Source: an optimization exercise on an open RTL-to-GDS flow (aim: small area, a short achievable clock period and few clock cycles). Production flows keep margins and buffers that such runs may drop.
Function was checked by simulation only, so behaviour that the tests miss may differ from the original.
Power and IR drop assume default switching activity.

## flow/design.v (module list and top-level ports; edited modules follow where they fit)
// module qr_scale_lane: 22 lines
// module qr_mul_cs: 825 lines
// module qr_isr_lut: 263 lines
// module qr_csa6: 782 lines
// module qr_mgs_core: 320 lines
module qr_mgs_core #
(
    parameter NUM_MAC    = 4,
    parameter DW         = 24,
    parameter DOT_W      = 56,
    parameter COL_W      = 8,
    parameter I_W        = 4,
    parameter M_W        = 6,
    parameter ROW_N      = 4,
    parameter ADDR_W_PHI = 12,
    parameter ADDR_W_Q   = 12,
    parameter ADDR_W_R   = 12,
    parameter FW_DATA    = 13,
    parameter FW_ISR     = 22
)
(
    input  wire                    clk,
    input  wire                    rst_n,
    input  wire                    start_core,
    input  wire [COL_W-1:0]        lambda_i,
    input  wire [I_W-1:0]          current_i,
    input  wire [M_W-1:0]          M_rows_in,
    output reg  [ADDR_W_PHI-1:0]   phi_addr,
    input  wire [(NUM_MAC*DW)-1:0] phi_data,
    output reg  [ADDR_W_R-1:0]     r_addr_a,
    output reg                     r_we_a,
    output reg  [DW-1:0]           r_din_a,
    output reg  [ADDR_W_Q-1:0]     q_addr_a,
    output reg                     q_we_a,
    output wire [(NUM_MAC*DW)-1:0] q_din_a,
    output reg  [ADDR_W_Q-1:0]     q_addr_b,
    input  wire [(NUM_MAC*DW)-1:0] q_dout_b,
    output reg  [M_W-1:0]          res_addr_a,
    output reg                     res_we_a,
    output wire [(NUM_MAC*DW)-1:0] res_din_a,
    output reg  [M_W-1:0]          res_addr_b,
    input  wire [(NUM_MAC*DW)-1:0] res_dout_b,
    output reg                     core_done
);
  // ...
==> flow/run.sh <==
#!/bin/bash
# synth_recipe.tcl (not shown) runs the flow's synth.tcl, then flattens the netlist and writes it again
# the make line also repeats each setting of config.mk as NAME=value (left out here)
make -C /OpenROAD-flow-scripts/flow DESIGN_CONFIG=/design/flow/config.mk WORK_HOME=/design/flow/orfs CLKGATE_MAP_FILE= SYNTH_SCRIPT=/design/flow/synth_recipe.tcl finish
==> flow/config.mk <==
export PLATFORM = sky130hd
export DESIGN_NAME = qr_mgs_core
export DESIGN_NICKNAME = qr_mgs_core
export VERILOG_FILES = /design/flow/design.v
export SDC_FILE = /design/flow/constraint.sdc
export NUM_CORES = 8
export LEC_CHECK = 0
export CAP_MARGIN = 20
export CELL_PAD_IN_SITES_DETAIL_PLACEMENT = 1
export CORE_MARGIN = 2
export CORE_UTILIZATION = 40
export PLACE_DENSITY = 0.45
export SLEW_MARGIN = 20
export SYNTH_MEMORY_MAX_BITS = 8192
==> flow/constraint.sdc <==
create_clock -name core_clock -period 25.0 [get_ports {clk}]
set_input_delay 5.0000 -clock core_clock [delete_from_list [all_inputs] [get_ports {clk}]]
set_output_delay 5.0000 -clock core_clock [all_outputs]
set_load 0.01 [all_outputs]
==> results_dict.tcl, run 1 <==
set metrics [dict create \
    die_x_um 567 \
    status "finished clean" \
    overflow 0 \
    synth_adder_area_share_pct 26.6 \
    cts_hold_buffers 0 \
    synth_edf_count 237 \
    finalNetCount 16300 \
    swShare_pct 53.8 \
    htree_levels 4 \
    layout_worst_path_cycle_share_pct 29.6 \
    core.rowCount 206 \
    grt_usage_pct 43.3 \
    synth_common_cells "inv_1, xnor2_1, fa_1" \
    seq_area_frac_synth_pct 23.4 \
    report.final.setup_viol 0 \
    wire_per_inst_um 39.1 \
    rrSetupSlack_ns 17.94 \
    final_util_pct 45.5 \
    power_frac_comb_pct 75.5 \
    seq_area_mm2 0.0298 \
    synth_compound_area_share_pct 19.5 \
    top_usage_layer "met2" \
    seqPwrFrac_pct 14.6 \
    io_buffers 572 \
    path_depth 1 \
]
Testbench counts, summed over its fixed seeds: cycles 98,514.
==> run 2: changes to the inputs <==
==> flow/flow/run.sh (new file) <==
#!/bin/bash
# Standard layout, except that the port buffers are sky130_fd_sc_hd__buf_2 instead of the
# weakest buffer the resizer would pick. Each step's output goes to a log file of its own.
set -euo pipefail
bash standard.sh synth > synth.log 2>&1
BUFFER_PORTS_ARGS="-buffer_cell sky130_fd_sc_hd__buf_2" bash standard.sh > layout.log 2>&1
==> flow/standard.sh (new file) <==
#!/bin/bash
# synth_recipe.tcl (not shown) runs the flow's synth.tcl, then flattens the netlist and writes it again
# the make line also repeats each setting of config.mk as NAME=value (left out here)
make -C /OpenROAD-flow-scripts/flow DESIGN_CONFIG=/design/flow/config.mk WORK_HOME=/design/flow/orfs CLKGATE_MAP_FILE= SYNTH_SCRIPT=/design/flow/synth_recipe.tcl "${@:-finish}"
removed: flow/run.sh
==> results_dict.tcl, run 2 <==
set metrics [dict create \
    status "finished clean" \
    final_cell_mix "inv_1, xnor2_1, fa_1" \
    rsz0062_at_grt "no" \
    r2r_end "acc_s[47]" \
    final_util_pct 44.7 \
    num_vias 118000 \
    cp.required_ns 20.00 \
    cts_buffer_depth 4 \
    overflow 0 \
    grt_first_pass_wirelength_um 965000 \
    synth_area_mm2 0.127 \
    cts_setup_buffers 0 \
    die_x_um 567 \
    cts_tree "done" \
    whs_ns 0.302 \
    slowest_stage "dfxtp_1" \
    htree_levels 4 \
    dieHeight_um 567 \
    yosysWarnings 2 \
    initial_core_util_pct 40.2 \
    gp_congestion 1.04 \
    final_area_mm2 0.141 \
    route.detailed.drc 0 \
    routed_via_density 6.43 \
    hpwl_um 535000 \
    drtPass1Iterations 10 \
    synth_common_cells "inv_1, xnor2_1, fa_1" \
    yosysMostFrequentCell "inv_1" \
    mostFrequentLayoutCell "inv_1" \
    cts_resized 0 \
    die_area_mm2 0.322 \
    seq_area_mm2 0.0298 \
    cp_cell_sequence "buf_2" \
    grt_max_degree 119 \
    ys_async_sr_fraction_pct 9.90 \
    cp_data_arrival_time_ns 1.84 \
    skew_ns 0.0767 \
    end_kind "output port" \
    drv_cap 0 \
    crit_type "register to output port" \
    drt-initial-drc-count 14700 \
    ant_nets 0 \
    finalHoldViolCount 0 \
    fmax_mhz 146 \
    ir_drop_uv 172 \
    path_clk_slew_ns 0.06 \
    wire_per_inst_um 38.0 \
    synthFlopType "dfxtp_1" \
    period_needed_ns 6.84 \
    wl_um 698000 \
    numCtsBuffers 177 \
    seq_area_frac_synth_pct 23.4 \
    setup_tns_ns 0 \
    min_path_cells 0 \
    worstMarginPinSlew_ns 1.40 \
    fin_ws_ns 18.16 \
    fill_cells 35900 \
    worstHoldEndpoint "br2[66]" \
    relSlewSlack_pct 6.59 \
    rr_worst_depth 17 \
    clkLatencyLatePin_ns 0.94 \
    drive_gt1_share_pct 11.8 \
    report.final.setup_viol 0 \
    path_delay_family "flip-flops" \
    cts.sinks 1333 \
    hold_class "register to register" \
    coreArea_mm2 0.315 \
    root_buffer "clkbuf_16" \
    power_density_mw_per_mm2 191 \
    layout_worst_path_cycle_share_pct 27.4 \
    antenna_found_initial 117 \
    hold_start "br1[66]" \
    core.rowCount 206 \
    worst-path-buf-inv 1 \
    dpl-instance-area_mm2 0.135 \
    synth_seq_cells 1333 \
    synth_edf_count 237 \
    largest_reg_flops 188 \
    io_buffers 572 \
    synth_top_area_share_pct 18.5 \
    final_max_slew_viol_count 0 \
    pin_count 589 \
    grt_pass1_vias 122000 \
    area_growth_pct 11.1 \
    synthDistinctLibCells 102 \
    grt_usage_pct 42.2 \
    synth_cells 13900 \
    top_regs "cs_s x188, cs_c x184" \
    cts_hold_buffers 0 \
    max_stage_delay_ns 0.71 \
    yosys.area.top_type "fa_1" \
    path_max_fanout 1 \
    synthTopCellsByArea "fa_1, dfxtp_1, xnor2_1" \
    rrSetupSlack_ns 18.20 \
    multiInputGateArea_mm2 0.0876 \
    finalNetCount 16300 \
    place_ws_ns 17.63 \
    crit_start "qd[9]" \
    power.leakage_nw 61.0 \
    synth_area_per_cell_um2 9.15 \
    reg2reg_from "cs_s[0]" \
    start_kind "register" \
    regMostFlops "cs_s" \
]
## run 2: cell counts after synthesis
No cell type changed its count.
## run 2: final cells by class
| cell class | count | share of cell area [%] |
|---|---|---|
| Multi-Input combinational cell | 9882 | 62.1 |
| Clock buffer | 236 | 3.58 |
| Inverter | 1601 | 4.26 |
| Clock inverter | 88 | 0.829 |
| Tap cell | 4160 | 3.69 |
| Sequential cell | 1333 | 21.1 |
| Timing Repair Buffer | 994 | 4.29 |
| Antenna cell | 82 | 0.145 |
## run 2: how the worst max path moves through the flow
| stage | to | slack (ns) | cells after the start |
|---|---|---|---|
| after floorplan | a_val | 18.22 | 10 |
| after global placement | a_val | 17.51 | 9 |
| after detailed placement | a_val | 17.63 | 9 |
| after CTS | q_din_a[9] | 18.10 | 1 |
| after global routing | acc_s[46] | 18.15 | 17 |
| final | q_din_a[9] | 18.16 | 1 |
## run 2: routing by layer
metal / vias to the layer above / global-route usage [%] / part of all wire [%]
li1: 48000 / - / -
met1: 60900 / 53.0 / 38
met2: 7267 / 62.9 / 43
met3: 1905 / 10.3 / 10
met4: 46 / 31.3 / 8.8
met5: - / 0 / 0.041
## run 2: power breakdown
group / leakage [nW] / switching, mW / total (mW) / internal, mW
Clock: 3.04 / 1.18 / 2.82 / 1.64
Sequential: 11.7 / 0.334 / 3.87 / 3.53
Combinational: 46.3 / 12.9 / 20.2 / 7.30
Total: 61.0 / 14.4 / 26.9 / 12.5
## run 2: cell families (layout without fill, tap and decap cells)
| logic type | after synthesis | after routing | share of synthesized area [%] |
|---|---|---|---|
| AOI/OAI and AO/OA | 3596 | 3596 | 19.5 |
| buffers and inverters | 2681 | 2919 | 8.04 |
| and+or+nand+nor | 2402 | 2402 | 9.04 |
| adders and majority gates | 1995 | 1995 | 26.6 |
| xor gates and xnor gates | 1534 | 1534 | 10.6 |
| DFF | 1333 | 1333 | 23.4 |
| muxes | 339 | 339 | 2.84 |
| other | 1 | 98 | 0.00295 |
## run 2: through the flow
stage               std cells  power [mW]
CTS                     18300        26.6
finish                  18400        26.9
global route            18300        29.0
detailed placement      18000        23.5
floorplan               13900        15.5
global placement        18000        22.9

## port drivers added, routing unchanged
Ports are ideal in the flow. The routed layouts listed here were re-timed in OpenROAD.
Step 1 assumes that a clkbuf_16 drives the clock port and a buf_2 every other input.
Step 2 adds t to the input delays and takes it off the output delays; t is the mean of the earliest and latest rising clock arrival at the registers after step 1. Input paths then give back, and output paths get back, about the clock's delay inside the block.
a / b / c = ideal / step 1 / step 2; a / b = the first two.
| run | t (ns) | slack for setup (ns) | worst data-port slew with drivers (ns) |
|---|---|---|---|
| run 1 | 1.024 | 17.602 / 17.484 / 17.202 | 0.31 |
| run 2 | 1.014 | 18.157 / 18.042 / 17.561 | 0.36 |
After both steps every run listed still meets setup and hold. The setup slack of run 2, which loses most, moves by -0.115 ns with the drivers and by -0.596 ns with both steps.
